From an optimization exercise on the open Yosys and OpenROAD flow, aimed at small area; shortcuts taken in it are not production practice. At most, simulation tests tie the RTL to the original design; equivalence was not proved. Power and IR drop assume default switching activity.

== the reference run ==
## ahb_usb
module ahb_usb #(
) (
    input clk, n_rst,
    input logic hsel,
    input logic [3:0] haddr,
    input logic [2:0] hsize,
    input logic [1:0] htrans,
    input logic hwrite,
    input logic [2:0] hburst,
    input logic [31:0] hwdata,
    output logic hready,
    output logic [31:0] hrdata,
    output logic hresp,
    input logic dp_in,
    input logic dm_in,
    output logic dp_out,
    output logic dm_out,
    output logic d_mode
);
For scale: about 2300 cells after synthesis, about 700 flip-flops, roughly 87 I/O pins, about 0.032 mm^2 of cells after synthesis.
==> module data_buffer, before the edit <==
module data_buffer (
    input logic clk, n_rst, clear, flush, store_TX_data, store_RX_packet_data, get_RX_data, get_TX_packet_data,
    input logic [7:0] TX_data, RX_packet_data,
    output logic clear_done,
    output logic [7:0] RX_data, TX_packet_data,
    output logic [6:0] buffer_occupancy
);
    logic last_store_TX_data, last_store_RX_data;
    logic [6:0] waddr, raddr, hw;
    logic [63:0][7:0] mem;
    logic clear_flag, any_store, wr, rd;
    logic [7:0] wval, rdata;
    assign clear_flag = clear | flush;
    assign clear_done = clear_flag;
    assign any_store = last_store_TX_data | last_store_RX_data;
    assign wr = (clear_flag | any_store) & ~waddr[6];
    assign wval = clear_flag ? 8'h00 : (last_store_RX_data ? RX_packet_data : TX_data);
    logic eq_rw, at_hw;
    assign eq_rw = (raddr == waddr);
    assign at_hw = (waddr == hw);
    assign rd = ~eq_rw & (get_TX_packet_data | get_RX_data);
    always_ff @(posedge clk, negedge n_rst) begin
        if (~n_rst) begin
            last_store_TX_data <= 0;
            last_store_RX_data <= 0;
            waddr <= 0;
            raddr <= 0;
            hw <= 0;
        end else begin
            last_store_TX_data <= store_TX_data;
            last_store_RX_data <= store_RX_packet_data;
            if (clear_flag) waddr <= 0;
            else if (any_store & ~waddr[6]) waddr <= waddr + 1;
            if (clear_flag) raddr <= 0;
            else if (rd) raddr <= raddr + 1;
            if (wr && at_hw) hw <= hw + 1;
        end
    end
    logic [63:0] we;
    always_comb
        for (int i = 0; i < 64; i++) we[i] = wr & (waddr[5:0] == i[5:0]);
    always_ff @(posedge clk) begin
        for (int i = 0; i < 64; i++)
            mem[i] <= mem[i] ^ ({8{we[i]}} & (mem[i] ^ wval));
    end
    assign rdata = (eq_rw & at_hw) ? 8'h00 : mem[raddr[5:0]];
    assign RX_data = get_RX_data ? rdata : 8'h00;
    assign TX_packet_data = (~get_RX_data & get_TX_packet_data) ? rdata : 8'h00;
    assign buffer_occupancy = waddr - raddr;
endmodule
make LEC_CHECK=0 CAP_MARGIN=20 CORE_MARGIN=2 CORE_UTILIZATION=60 CTS_BUF_LIST=sky130_fd_sc_hd__clkbuf_16 CTS_CLUSTER_DIAMETER=60 CTS_CLUSTER_SIZE=30 SLEW_MARGIN=20 finish   # period 10.0 ns
run.sh (not shown) runs the stock make flow with config.mk's settings and CLKGATE_MAP_FILE= SYNTH_SCRIPT=/design/flow/synth_recipe.tcl, a recipe that flattens the netlist after the stock synthesis.
Inputs modified between the reference run and the trial run:
--- a/flow/design.v
+++ b/flow/design.v
@@ -1120,8 +1120,5 @@
     assign wr = (clear_flag | any_store) & ~waddr[6];
     assign wval = clear_flag ? 8'h00 : (last_store_RX_data ? RX_packet_data : TX_data);
-    logic eq_rw, at_hw;
-    assign eq_rw = (raddr == waddr);
-    assign at_hw = (waddr == hw);
-    assign rd = ~eq_rw & (get_TX_packet_data | get_RX_data);
+    assign rd = (raddr < waddr) & (get_TX_packet_data | get_RX_data);
     always_ff @(posedge clk, negedge n_rst) begin
         if (~n_rst) begin
@@ -1138,5 +1135,5 @@
             if (clear_flag) raddr <= 0;
             else if (rd) raddr <= raddr + 1;
-            if (wr && at_hw) hw <= hw + 1;
+            if (wr && (waddr == hw)) hw <= hw + 1;
         end
     end
@@ -1148,5 +1145,5 @@
             mem[i] <= mem[i] ^ ({8{we[i]}} & (mem[i] ^ wval));
     end
-    assign rdata = (eq_rw & at_hw) ? 8'h00 : mem[raddr[5:0]];
+    assign rdata = (raddr < hw) ? mem[raddr[5:0]] : 8'h00;
     assign RX_data = get_RX_data ? rdata : 8'h00;
     assign TX_packet_data = (~get_RX_data & get_TX_packet_data) ? rdata : 8'h00;
--- outcome ---
The trial run closes out successfully: all stages finished, all timing, DRC and antenna checks passed.
Re I/O pin count: no difference whatsoever between the reference run and the trial run.
Sort the reference run and the trial run by non-clock buffer count desc -> top: the reference run
From the reference run to the trial run the numbers moved as follows: fraction of area in multi-input gates held; part of the total power dissipated in the clock network went up 1.9 points; relative contribution of combinational cells to total power went down 4.4 points; worst path setup slack after routing went down 0.037 ns.
On core utilization, the reference run and the trial run are basically level.
Compared with the reference run, in the trial run synthesized-area fraction occupied by adder cells +0.28 points, maximum fanout along the worst path shows an increase of 16, hold slack now larger, total power after layout down 1.2 mW.
Diff the reference run and the trial run: total number of multi-input combinational cells higher in the reference run
Function not checked in the trial run: the RTL went through the layout flow alone.

-- port drivers added, routing unchanged --
No port has a modelled driver above. Below, the same layouts with a new extraction and two added sets of constraints.
Step 1 (the two cells are an assumption about what drives the block):
set clk [get_ports {clk}]
set_driving_cell -lib_cell sky130_fd_sc_hd__clkbuf_16 $clk
set_driving_cell -lib_cell sky130_fd_sc_hd__buf_2 [delete_from_list [all_inputs] $clk]
Step 2, shift: input delay + t, output delay - t, t = (earliest + latest rising clock arrival at the registers) / 2. This alone moves slack from input paths to output paths.
a / b / c = ideal / step 1 / step 2; a / b = the first two.
run | t (ns) | slack for setup (ns) | worst setup path after step 2 | worst register clock-pin slew, ns
the reference run | 0.659 | 3.415 / 3.385 / 3.385 | input to output | 0.11 / 0.11
the trial run | 0.661 | 3.378 / 3.315 / 3.454 | input to output | 0.11 / 0.11
After both steps setup and hold are still met in every run listed. The setup slack of the reference run, which loses most, moves by -0.030 ns with the drivers and by -0.030 ns with both steps.
